From an optimization exercise on the open Yosys and OpenROAD flow, aimed at small area and a short achievable clock period; shortcuts taken in it are not production practice. At most, simulation tests tie the RTL to the original design; equivalence was not proved. Power and IR drop assume default switching activity.

## top_module
module top_module(
    input clk,
    input rst,
    input [31:0] ins_in,
    output [31:0] pc_out,
    output [31:0] ins_out,
    output [31:0] alu_result_out
);
For scale: roughly 1,200 flip-flops, about 130 I/O pins, ~52,000 sq um of cells after synthesis.
Settings: LEC_CHECK=0, CAP_MARGIN=20, CORE_MARGIN=2, CORE_UTILIZATION=40, CTS_BUF_LIST=sky130_fd_sc_hd__clkbuf_8 sky130_fd_sc_hd__clkbuf_16, CTS_CLUSTER_DIAMETER=80, CTS_CLUSTER_SIZE=24, SETUP_SLACK_MARGIN=3.75, SLEW_MARGIN=20, TNS_END_PERCENT=0; clock period 6.5 ns.
standard.sh (not shown) runs the stock make flow with config.mk's settings and CLKGATE_MAP_FILE= SYNTH_SCRIPT=/design/flow/synth_recipe.tcl, a recipe that flattens the netlist after the stock synthesis.
==> flow/flow/run.sh <==
#!/bin/bash
# Layout flow: the standard layout (standard.sh: ORFS synthesis through finish,
# unchanged), except that the port buffers that buffer_ports inserts on every input
# and output are sky130_fd_sc_hd__buf_2 instead of the default delay-buffer cell.
# The make output goes to flow_make.log in this folder; ORFS keeps each step's own
# log under orfs/logs/.
set -euo pipefail
cd "$(dirname "$0")/.."
bash standard.sh "BUFFER_PORTS_ARGS=-buffer_cell sky130_fd_sc_hd__buf_2" finish > flow_make.log 2>&1
The baseline ran to the end with no violations.
Change:
==> flow/flow/run.sh (replaced) <==
#!/bin/bash
# Layout flow: the standard layout (standard.sh: ORFS synthesis through finish,
# unchanged), with two changes to how cells are chosen:
#  - the port buffers that buffer_ports inserts on every input and output are
#    sky130_fd_sc_hd__buf_2 instead of the default delay-buffer cell;
#  - clock tree synthesis runs without dummy load cells (the clock buffers, cluster
#    size and diameter are the ones in config.mk).
# The make output goes to flow_make.log in this folder; ORFS keeps each step's own
# log under orfs/logs/.
set -euo pipefail
cd "$(dirname "$0")/.."
CTS="-sink_clustering_enable -repair_clock_nets -dont_use_dummy_load"
CTS="$CTS -buf_list {sky130_fd_sc_hd__clkbuf_8 sky130_fd_sc_hd__clkbuf_16}"
CTS="$CTS -sink_clustering_size 24 -sink_clustering_max_diameter 80"
bash standard.sh "BUFFER_PORTS_ARGS=-buffer_cell sky130_fd_sc_hd__buf_2" \
  "CTS_ARGS=$CTS" finish > flow_make.log 2>&1
- SETUP_SLACK_MARGIN: 3.75 -> 3.6
- TNS_END_PERCENT: 0 -> 10
After rerunning: The new run finished clean. First-iteration DRC count went up by 3.9%. Total power went down by 3.7%. Final cell count hardly moves. Register-to-register slack degrades by 30 ps. Clock skew went up by 5.7 ps. Synthesized cell count does not change. Wire length went up by 2.0%. Via count went up by 1.5%. Core utilization went up by 0.16 points. Count of clock-buffer cells in the layout went down by 4.
Change:
==> flow/flow/run.sh (replaced) <==
#!/bin/bash
# Layout flow: the standard layout (standard.sh: ORFS synthesis through finish,
# unchanged), except that the port buffers that buffer_ports inserts on every input
# and output are sky130_fd_sc_hd__buf_2 instead of the default delay-buffer cell.
# The make output goes to flow_make.log in this folder; ORFS keeps each step's own
# log under orfs/logs/.
set -euo pipefail
cd "$(dirname "$0")/.."
bash standard.sh "BUFFER_PORTS_ARGS=-buffer_cell sky130_fd_sc_hd__buf_2" finish > flow_make.log 2>&1
- SETUP_SLACK_MARGIN: 3.6 -> 3.75
What happened: Worst hold slack is about the same; count of clock-buffer cells in the layout went up by 4; sequential cell count stays the same; routed wire length went up by 0.85%; core utilization went up by 1.1 points; final cell count went up by 1.7%; clock skew barely changes; setup slack improves by 290 ps; die area does not change.
Change:
- SETUP_SLACK_MARGIN: 3.75 -> 3.6
- TNS_END_PERCENT: 10 -> 30
What happened: Total power stays flat; area after synthesis does not change; clock power stays flat; non-clock buffer count is lower by 61; via count came out lower by 1.1%.

========
## the baseline
top_module, a different RTL version from the one above (not shown whole).
For scale: roughly 1200 flip-flops, about 130 I/O pins, about 51000 sq um of cells after synthesis.
make LEC_CHECK=0 CAP_MARGIN=20 CORE_MARGIN=2 CORE_UTILIZATION=40 CTS_BUF_LIST=sky130_fd_sc_hd__clkbuf_8 SETUP_SLACK_MARGIN=3.7 SLEW_MARGIN=20 TNS_END_PERCENT=10 finish   # period 6.5 ns
run.sh (not shown) runs the stock make flow with config.mk's settings and CLKGATE_MAP_FILE= SYNTH_SCRIPT=/design/flow/synth_recipe.tcl, a recipe that flattens the netlist after the stock synthesis.
Stock flow here: none of the scripts above is used.
The baseline completed; timing, DRC and antenna clean
What the candidate does differently from the baseline at the input level:
# the baseline
export LEC_CHECK = 0
export CAP_MARGIN = 20
export CORE_MARGIN = 2
export CORE_UTILIZATION = 40
export CTS_BUF_LIST = sky130_fd_sc_hd__clkbuf_8
export SETUP_SLACK_MARGIN = 3.7
export SLEW_MARGIN = 20
export TNS_END_PERCENT = 10
create_clock -name core_clock -period 6.5 [get_ports {clk}]
# the candidate
export LEC_CHECK = 0
export CAP_MARGIN = 20
export CORE_MARGIN = 2
export CORE_UTILIZATION = 40
export CTS_BUF_LIST = sky130_fd_sc_hd__clkbuf_8 sky130_fd_sc_hd__clkbuf_16
export CTS_CLUSTER_DIAMETER = 80
export CTS_CLUSTER_SIZE = 24
export SETUP_SLACK_MARGIN = 3.6
export SLEW_MARGIN = 20
export TNS_END_PERCENT = 10
create_clock -name core_clock -period 6.5 [get_ports {clk}]
==> comparison <==
The candidate finished every step from synthesis to the final layout, and the layout passed the timing, DRC and antenna checks.
In the tables for the baseline and the candidate, switching fraction of total power reads higher with the baseline.
The candidate vs the baseline — power density over the cells dropped about 14%.
Against the baseline as the reference, the candidate delivers a higher post-route fraction of the period consumed by the critical path.
Post-layout minimum cycle time for the candidate is higher than for the baseline.
The baseline vs the candidate, category of the most critical setup path: flop to flop vs primary input to flop

========
Another version of the RTL of top_module (not shown whole).
For scale: about 3,700 cells after synthesis, about 1,200 flip-flops, ~130 I/O pins, about 52,000 um^2 of cells after synthesis.
Settings: LEC_CHECK=0, CAP_MARGIN=20, CORE_MARGIN=2, CORE_UTILIZATION=40, SETUP_SLACK_MARGIN=3.3, SLEW_MARGIN=20; clock period 6.5 ns.
Change:
- SETUP_SLACK_MARGIN: 3.3 -> 3.7
Outcome:
- The changed run ran to the end with no violations
- utilization climbs by 2.8 points
- setup slack improves by 0.059 ns
- count of clock-buffer cells in the layout is higher by 9
- final area rises by 5.8%
- total power goes up by 2.5%
- wire length went up by 6.5%
- die area stays the same
No run of this note included a check of the RTL's function; only the layout flow was run.

[port drivers added, routing unchanged]
How much do the figures lean on ideal ports? The routed layouts below were timed once more, with nothing changed but the port constraints. Step 1 (the two cells are an assumption about what drives the block):
set clk [get_ports {clk}]
set_driving_cell -lib_cell sky130_fd_sc_hd__clkbuf_16 $clk
set_driving_cell -lib_cell sky130_fd_sc_hd__buf_2 [delete_from_list [all_inputs] $clk]
Step 2 times the ports against the registers' clock, not the clock port: input delays grow and output delays shrink by t, the midpoint of the rising clock arrivals with the driver on. Three values: ideal, step 1, step 2; two values: the first two.
run | shift t [ns] | setup WS [ns] | hold slack, ns | latest minus earliest clock arrival (ns) | worst register clock-pin slew, ns
the first run of note 1 | 0.795 | 3.326 / 3.343 / 2.548 | 0.330 / 0.330 / 0.330 | 0.047 / 0.047 | 0.10 / 0.10
the second run of note 1 | 0.770 | 3.216 / 3.265 / 2.494 | 0.341 / 0.341 / 0.341 | 0.049 / 0.049 | 0.10 / 0.10
the third run of note 1 | 0.799 | 3.501 / 3.440 / 2.785 | 0.341 / 0.341 / 0.341 | 0.056 / 0.056 | 0.11 / 0.11
the fourth run of note 1 | 0.793 | 3.353 / 3.399 / 2.605 | 0.328 / 0.328 / 0.328 | 0.050 / 0.051 | 0.11 / 0.11
the baseline | 1.015 | 3.385 / 3.381 / 2.426 | 0.339 / 0.339 / 0.339 | 0.063 / 0.063 | 0.07 / 0.07
the candidate | 0.803 | 3.297 / 3.280 / 2.535 | 0.353 / 0.353 / 0.353 | 0.039 / 0.039 | 0.11 / 0.11
the first run of note 3 | 0.856 | 2.862 / 2.862 / 2.400 | 0.348 / 0.348 / 0.348 | 0.056 / 0.056 | 0.08 / 0.08
the second run of note 3 | 0.865 | 2.921 / 2.921 / 2.509 | 0.347 / 0.347 / 0.347 | 0.045 / 0.045 | 0.07 / 0.07
After both steps setup and hold are still met in every run listed. The setup slack of the baseline, which loses most, moves by -0.004 ns with the drivers and by -0.959 ns with both steps.
